Source: an optimization exercise on an open RTL-to-GDS flow (aim: small area, a short achievable clock period and few clock cycles). Production flows keep margins and buffers that such runs may drop. RTL that was checked went through simulation tests only; none was proved equivalent to the original. Power and IR drop assume default switching activity.

==> inputs of v4 <==
==> flow/design.v <==
module EC_2(
    input  logic       Enter,
    input  logic       Clk,
    input  logic       Reset,
    input  logic [7:0] Data_input,
    input  logic       Load_en,
    input  logic [4:0] Load_addr,
    input  logic [7:0] Load_data,
    output logic       Halt,
    output logic       In_wait,
    output logic [7:0] Data_output
    );
    localparam logic [2:0] OP_LOAD  = 3'd0;
    localparam logic [2:0] OP_STORE = 3'd1;
    localparam logic [2:0] OP_ADD   = 3'd2;
    localparam logic [2:0] OP_SUB   = 3'd3;
    localparam logic [2:0] OP_IN    = 3'd4;
    localparam logic [2:0] OP_JZ    = 3'd5;
    localparam logic [2:0] OP_JPOS  = 3'd6;
    localparam logic [2:0] OP_HALT  = 3'd7;
    logic [7:0] mem [0:31];
    logic [4:0] pc;       
    logic [7:0] ir_d;     
    logic       vd;       
    logic [7:0] ir_e;     
    logic       ve;       
    logic [7:0] opnd;     
    logic       tk;       
    logic [7:0] a;
    logic       halt_r;
    logic       inw;
    wire stall = halt_r | (inw & ~Enter);
    wire       squash   = ve & tk;
    wire [7:0] nx_word  = squash ? opnd : ir_d;
    wire       nx_valid = squash | vd;
    wire [2:0] nx_op    = nx_word[7:5];
    wire [4:0] ra       = nx_word[4:0];
    wire e_store = ve & (ir_e[7:5] == OP_STORE);
    logic [7:0] a_nx;
    always_comb begin
        a_nx = a;
        if (ve) begin
            case (ir_e[7:5])
                OP_LOAD: a_nx = opnd;
                OP_ADD:  a_nx = a + opnd;
                OP_SUB:  a_nx = a - opnd;
                OP_IN:   a_nx = Data_input;
                default: a_nx = a;
            endcase
        end
    end
    wire [7:0] rd_op = mem[ra];
    wire [7:0] rd_f  = mem[pc];
    wire [7:0] op_nx = (e_store && ir_e[4:0] == ra) ? a : rd_op;
    wire       nx_store = nx_valid & (nx_op == OP_STORE);
    wire [7:0] f_nx = (nx_store && ra == pc)              ? a_nx :
                      (e_store && ir_e[4:0] == pc)        ? a    : rd_f;
    wire tk_nx = nx_valid & (((nx_op == OP_JZ) & (a_nx == 8'd0)) |
                             ((nx_op == OP_JPOS) & ~a_nx[7]));
    wire [4:0] pc_nx = tk_nx ? ra + 5'd1 : pc + 5'd1;
    always_ff @(posedge Clk or posedge Reset) begin
        if (Reset) begin
            pc     <= 5'd0;
            vd     <= 1'b0;
            ve     <= 1'b0;
            a      <= 8'd0;
            halt_r <= 1'b0;
            inw    <= 1'b0;
        end else if (!stall) begin
            pc     <= pc_nx;
            vd     <= 1'b1;
            ve     <= nx_valid;
            a      <= a_nx;
            halt_r <= nx_valid & (nx_op == OP_HALT);
            inw    <= nx_valid & (nx_op == OP_IN);
        end
    end
    always_ff @(posedge Clk) begin
        if (!stall) begin
            ir_d <= f_nx;
            ir_e <= nx_word;
            opnd <= op_nx;
            tk   <= tk_nx;
        end
    end
    always_ff @(posedge Clk) begin
        if (Load_en)
            mem[Load_addr] <= Load_data;
        else if (e_store)
            mem[ir_e[4:0]] <= a;
    end
    assign Halt        = halt_r;
    assign In_wait     = inw;
    assign Data_output = a;
endmodule
==> flow/run.sh <==
#!/bin/bash
# synth_recipe.tcl (not shown) runs the flow's synth.tcl, then flattens the netlist and writes it again
# the make line also repeats each setting of config.mk as NAME=value (left out here)
make -C /OpenROAD-flow-scripts/flow DESIGN_CONFIG=/design/flow/config.mk WORK_HOME=/design/flow/orfs CLKGATE_MAP_FILE= SYNTH_SCRIPT=/design/flow/synth_recipe.tcl finish
==> flow/config.mk <==
export PLATFORM = sky130hd
export DESIGN_NAME = EC_2
export DESIGN_NICKNAME = EC_2
export VERILOG_FILES = /design/flow/design.v
export SDC_FILE = /design/flow/constraint.sdc
export NUM_CORES = 4
export LEC_CHECK = 0
export CAP_MARGIN = 20
export CORE_MARGIN = 2
export CORE_UTILIZATION = 40
export SETUP_SLACK_MARGIN = 5
export SLEW_MARGIN = 20
==> flow/constraint.sdc <==
create_clock -name core_clock -period 8.0 [get_ports {Clk}]
set_input_delay 1.6000 -clock core_clock [delete_from_list [all_inputs] [get_ports {Clk}]]
set_output_delay 1.6000 -clock core_clock [all_outputs]
set_load 0.01 [all_outputs]
==> v11 (differences from v4) <==
==> flow/design.v (replaced) <==
module EC_2(
    input  logic       Enter,
    input  logic       Clk,
    input  logic       Reset,
    input  logic [7:0] Data_input,
    input  logic       Load_en,
    input  logic [4:0] Load_addr,
    input  logic [7:0] Load_data,
    output logic       Halt,
    output logic       In_wait,
    output logic [7:0] Data_output
    );
    localparam logic [2:0] OP_LOAD  = 3'd0;
    localparam logic [2:0] OP_STORE = 3'd1;
    localparam logic [2:0] OP_ADD   = 3'd2;
    localparam logic [2:0] OP_SUB   = 3'd3;
    localparam logic [2:0] OP_IN    = 3'd4;
    localparam logic [2:0] OP_JZ    = 3'd5;
    localparam logic [2:0] OP_JPOS  = 3'd6;
    localparam logic [2:0] OP_HALT  = 3'd7;
    logic [7:0] mem [0:31];
    logic [4:0] pc;       
    logic [7:0] ir_d;     
    logic       vd;       
    logic [4:0] ir_e;     
    logic       e_ld, e_st, e_add, e_sub;
    logic [7:0] opnd;     
    logic       tk;       
    logic [7:0] a;
    logic       halt_r;   
    logic       inw;      
    wire stall = halt_r | (inw & ~Enter);
    wire       nx_valid = tk | vd;
    wire [7:0] nx_word  = tk ? opnd : ir_d;
    wire [2:0] nx_op    = nx_word[7:5];
    wire [4:0] ra       = nx_word[4:0];
    wire [7:0] bx    = opnd ^ {8{e_sub}};
    wire [7:0] g0    = a & bx;
    wire [7:0] p0    = a ^ bx;
    wire [7:0] gk = {g0[7:1], g0[0] | (p0[0] & e_sub)};
    wire [7:0] pk = {p0[7:1], 1'b0};
    wire [7:0] g1 = gk | (pk & {gk[6:0], 1'b0});
    wire [7:0] p1 = pk & {pk[6:0], 1'b0};
    wire [7:0] g2 = g1 | (p1 & {g1[5:0], 2'b0});
    wire [7:0] p2 = p1 & {p1[5:0], 2'b0};
    wire [7:0] g3 = g2 | (p2 & {g2[3:0], 4'b0});
    wire [7:0] carry = {g3[6:0], e_sub};
    wire [7:0] sum   = p0 ^ carry;
    wire [7:0] ab_x     = a ^ opnd;
    wire       add_zero = (ab_x == {a[6:0] | opnd[6:0], 1'b0});
    wire       sub_zero = (ab_x == 8'd0);
    wire e_keep = ~(e_ld | e_add | e_sub | inw);
    wire [7:0] a_nx = ({8{e_ld}}          & opnd) |
                      ({8{e_add | e_sub}} & sum) |
                      ({8{inw}}           & Data_input) |
                      ({8{e_keep}}        & a);
    wire z_nx = (e_ld  & (opnd == 8'd0)) |
                (e_add & add_zero) |
                (e_sub & sub_zero) |
                (inw   & (Data_input == 8'd0)) |
                (e_keep & (a == 8'd0));
    logic [7:0] rd_op, rd_f;
    always_comb begin
        rd_op = 8'd0;
        rd_f  = 8'd0;
        for (int i = 0; i < 32; i++) begin
            rd_op = rd_op | (mem[i] & {8{ra == 5'(i)}});
            rd_f  = rd_f  | (mem[i] & {8{pc == 5'(i)}});
        end
    end
    wire [7:0] op_nx = (e_st && ir_e == ra) ? a : rd_op;
    wire       nx_store = nx_valid & (nx_op == OP_STORE);
    wire [7:0] f_nx = (nx_store && ra == pc)              ? a_nx :
                      (e_st && ir_e == pc)                ? a    : rd_f;
    wire tk_nx = nx_valid & (((nx_op == OP_JZ) & z_nx) |
                             ((nx_op == OP_JPOS) & ~a_nx[7]));
    wire [4:0] ra_p1 = {ra[4] ^ (&ra[3:0]), ra[3] ^ (&ra[2:0]), ra[2] ^ (&ra[1:0]), ra[1] ^ ra[0], ~ra[0]};
    wire [4:0] pc_p1 = {pc[4] ^ (&pc[3:0]), pc[3] ^ (&pc[2:0]), pc[2] ^ (&pc[1:0]), pc[1] ^ pc[0], ~pc[0]};
    wire [4:0] pc_nx = tk_nx ? ra_p1 : pc_p1;
    always_ff @(posedge Clk or posedge Reset) begin
        if (Reset) begin
            pc     <= 5'd0;
            vd     <= 1'b0;
            a      <= 8'd0;
            e_ld   <= 1'b0;
            e_st   <= 1'b0;
            e_add  <= 1'b0;
            e_sub  <= 1'b0;
            tk     <= 1'b0;
            halt_r <= 1'b0;
            inw    <= 1'b0;
        end else if (!stall) begin
            pc     <= pc_nx;
            vd     <= 1'b1;
            a      <= a_nx;
            e_ld   <= nx_valid & (nx_op == OP_LOAD);
            e_st   <= nx_store;
            e_add  <= nx_valid & (nx_op == OP_ADD);
            e_sub  <= nx_valid & (nx_op == OP_SUB);
            tk     <= tk_nx;
            halt_r <= nx_valid & (nx_op == OP_HALT);
            inw    <= nx_valid & (nx_op == OP_IN);
        end
    end
    always_ff @(posedge Clk) begin
        if (!stall) begin
            ir_d <= f_nx;
            ir_e <= ra;
            opnd <= op_nx;
        end
    end
    always_ff @(posedge Clk) begin
        if (Load_en)
            mem[Load_addr] <= Load_data;
        else if (e_st)
            mem[ir_e] <= a;
    end
    assign Halt        = halt_r;
    assign In_wait     = inw;
    assign Data_output = a;
endmodule
TNS_END_PERCENT = 5   (was unset)
==> v8 (differences from v4) <==
==> flow/design.v (replaced) <==
module EC_2(
    input  logic       Enter,
    input  logic       Clk,
    input  logic       Reset,
    input  logic [7:0] Data_input,
    input  logic       Load_en,
    input  logic [4:0] Load_addr,
    input  logic [7:0] Load_data,
    output logic       Halt,
    output logic       In_wait,
    output logic [7:0] Data_output
    );
    localparam logic [2:0] OP_LOAD  = 3'd0;
    localparam logic [2:0] OP_STORE = 3'd1;
    localparam logic [2:0] OP_ADD   = 3'd2;
    localparam logic [2:0] OP_SUB   = 3'd3;
    localparam logic [2:0] OP_IN    = 3'd4;
    localparam logic [2:0] OP_JZ    = 3'd5;
    localparam logic [2:0] OP_JPOS  = 3'd6;
    localparam logic [2:0] OP_HALT  = 3'd7;
    logic [7:0] mem [0:31];
    logic [4:0] pc;       
    logic [7:0] ir_d;     
    logic       vd;       
    logic [4:0] ir_e;     
    logic       e_ld, e_st, e_add, e_sub;
    logic [7:0] opnd;     
    logic       tk;       
    logic [7:0] a;
    logic       halt_r;   
    logic       inw;      
    wire stall = halt_r | (inw & ~Enter);
    wire       nx_valid = tk | vd;
    wire [7:0] nx_word  = tk ? opnd : ir_d;
    wire [2:0] nx_op    = nx_word[7:5];
    wire [4:0] ra       = nx_word[4:0];
    wire [7:0] bx    = opnd ^ {8{e_sub}};
    wire [7:0] g0    = a & bx;
    wire [7:0] p0    = a ^ bx;
    wire [7:0] gk = {g0[7:1], g0[0] | (p0[0] & e_sub)};
    wire [7:0] pk = {p0[7:1], 1'b0};
    wire [7:0] g1 = gk | (pk & {gk[6:0], 1'b0});
    wire [7:0] p1 = pk & {pk[6:0], 1'b0};
    wire [7:0] g2 = g1 | (p1 & {g1[5:0], 2'b0});
    wire [7:0] p2 = p1 & {p1[5:0], 2'b0};
    wire [7:0] g3 = g2 | (p2 & {g2[3:0], 4'b0});
    wire [7:0] carry = {g3[6:0], e_sub};
    wire [7:0] sum   = p0 ^ carry;
    wire [7:0] ab_x     = a ^ opnd;
    wire       add_zero = (ab_x == {a[6:0] | opnd[6:0], 1'b0});
    wire       sub_zero = (ab_x == 8'd0);
    wire e_keep = ~(e_ld | e_add | e_sub | inw);
    wire [7:0] a_nx = ({8{e_ld}}          & opnd) |
                      ({8{e_add | e_sub}} & sum) |
                      ({8{inw}}           & Data_input) |
                      ({8{e_keep}}        & a);
    wire z_nx = (e_ld  & (opnd == 8'd0)) |
                (e_add & add_zero) |
                (e_sub & sub_zero) |
                (inw   & (Data_input == 8'd0)) |
                (e_keep & (a == 8'd0));
    logic [7:0] rd_op, rd_f;
    always_comb begin
        rd_op = 8'd0;
        rd_f  = 8'd0;
        for (int i = 0; i < 32; i++) begin
            rd_op = rd_op | (mem[i] & {8{ra == 5'(i)}});
            rd_f  = rd_f  | (mem[i] & {8{pc == 5'(i)}});
        end
    end
    wire [7:0] op_nx = (e_st && ir_e == ra) ? a : rd_op;
    wire       nx_store = nx_valid & (nx_op == OP_STORE);
    wire [7:0] f_nx = (nx_store && ra == pc)              ? a_nx :
                      (e_st && ir_e == pc)                ? a    : rd_f;
    wire tk_nx = nx_valid & (((nx_op == OP_JZ) & z_nx) |
                             ((nx_op == OP_JPOS) & ~a_nx[7]));
    wire [4:0] ra_p1 = {ra[4] ^ (&ra[3:0]), ra[3] ^ (&ra[2:0]), ra[2] ^ (&ra[1:0]), ra[1] ^ ra[0], ~ra[0]};
    wire [4:0] pc_p1 = {pc[4] ^ (&pc[3:0]), pc[3] ^ (&pc[2:0]), pc[2] ^ (&pc[1:0]), pc[1] ^ pc[0], ~pc[0]};
    wire [4:0] pc_nx = tk_nx ? ra_p1 : pc_p1;
    always_ff @(posedge Clk or posedge Reset) begin
        if (Reset) begin
            pc     <= 5'd0;
            vd     <= 1'b0;
            a      <= 8'd0;
            e_ld   <= 1'b0;
            e_st   <= 1'b0;
            e_add  <= 1'b0;
            e_sub  <= 1'b0;
            tk     <= 1'b0;
            halt_r <= 1'b0;
            inw    <= 1'b0;
        end else if (!stall) begin
            pc     <= pc_nx;
            vd     <= 1'b1;
            a      <= a_nx;
            e_ld   <= nx_valid & (nx_op == OP_LOAD);
            e_st   <= nx_store;
            e_add  <= nx_valid & (nx_op == OP_ADD);
            e_sub  <= nx_valid & (nx_op == OP_SUB);
            tk     <= tk_nx;
            halt_r <= nx_valid & (nx_op == OP_HALT);
            inw    <= nx_valid & (nx_op == OP_IN);
        end
    end
    always_ff @(posedge Clk) begin
        if (!stall) begin
            ir_d <= f_nx;
            ir_e <= ra;
            opnd <= op_nx;
        end
    end
    always_ff @(posedge Clk) begin
        if (Load_en)
            mem[Load_addr] <= Load_data;
        else if (e_st)
            mem[ir_e] <= a;
    end
    assign Halt        = halt_r;
    assign In_wait     = inw;
    assign Data_output = a;
endmodule
SETUP_SLACK_MARGIN = unset   (was 5)
==> summary.md <==
| Metric | Value |
|---|---|
| Smallest hold slack | 0.474 ns |
| Synth area leaders | sky130_fd_sc_hd__edfxtp_1, sky130_fd_sc_hd__a22oi_1, sky130_fd_sc_hd__dfrtp_1 |
| Yosys top cell area share | 58.3% |
| Total combinational power | 90.0 uW |
| Register-to-register setup slack | 3.79 ns |
| Crit start category | input port |
| Antenna violations before repair | 7 |
| Worst Path Required | 8.21 ns |
| Outcome | timing/DRC/antenna clean |
| Vias/cell | 7.21 |
| Unrepaired setup endpoints after global routing | no |
| Combinational share of power | 2.7% |
| Global routing usage on met2 | 63.6% |
| Layout cell share with drive strength beyond 1 | 12.7% |
| Dominant delay contributor by cell family on the critical path | simple AND/OR/NAND/NOR gates |
| Die footprint | 37,200 um^2 |
| Worst-case reg-to-reg path depth | 10 |
That was v8.
==> summary.md <==
| Metric | Value |
|---|---|
| Total combinational power | 107 uW |
| Register-to-register setup slack | 4.62 ns |
| Top power consumer group | registers |
| Smallest hold slack | 0.505 ns |
| Unrepaired setup endpoints after global routing | yes |
| Vias/cell | 7.30 |
| Layout cell share with drive strength beyond 1 | 28.1% |
| Die footprint | 37,200 um^2 |
| Total detailed-routing wirelength | 83.3 mm |
| Synth area leaders | sky130_fd_sc_hd__edfxtp_1, sky130_fd_sc_hd__a22oi_1, sky130_fd_sc_hd__dfrtp_1 |
| Combinational share of power | 3.1% |
| Crit start category | register |
| Worst-case reg-to-reg path depth | 8 |
| Outcome | timing/DRC/antenna clean |
| Dominant delay contributor by cell family on the critical path | simple AND/OR/NAND/NOR gates |
| Yosys top cell area share | 58.3% |
That was v11.
==> summary.md <==
| Metric | Value |
|---|---|
| Total count of max-transition violations in the final report | 0 |
| Register-to-register setup slack | 4.30 ns |
| Unrepaired setup endpoints after global routing | yes |
| Antenna violations before repair | 1 |
| Layout cell share with drive strength beyond 1 | 28.1% |
| Global routing usage on met2 | 37.5% |
| Combinational share of power | 51.8% |
| Smallest hold slack | 0.491 ns |
| Vias/cell | 6.15 |
| Crit start category | register |
| Yosys top cell area share | 54.7% |
| Total combinational power | 3880 uW |
| Outcome | timing/DRC/antenna clean |
| Worst-case reg-to-reg path depth | 16 |
| Worst Path Required | 8.46 ns |
That was v4.
Testbench counts of v4, summed over its fixed seeds: cycles 43,844.
Function not checked in v11 and v8: the RTL went through the layout flow alone.

## afterwards: timing with drivers on the ports
How much do the figures lean on ideal ports? The routed layouts below were timed once more, with nothing changed but the port constraints. Step 1, drivers: a clkbuf_16 drives Clk and a buf_2 each remaining input, both assumed. Step 2, shift: input delay + t, output delay - t, t = (earliest + latest rising clock arrival at the registers) / 2. This alone moves slack from input paths to output paths. Three values: no drivers, after step 1, after step 2; two values: the first two.
run	shift t [ns]	setup slack, ns	worst setup path after step 2	worst register clock-pin slew, ns	worst data-port slew with drivers (ns)
v4	0.578	4.300 / 4.300 / 3.813	input to register	0.06 / 0.06	0.04
v11	0.599	4.622 / 4.622 / 4.283	input to register	0.07 / 0.07	0.06
v8	0.632	3.778 / 3.792 / 3.173	input to register	0.07 / 0.07	0.04
After both steps every run listed still meets setup and hold. The setup slack of v8, which loses most, moves by +0.014 ns with the drivers and by -0.605 ns with both steps.
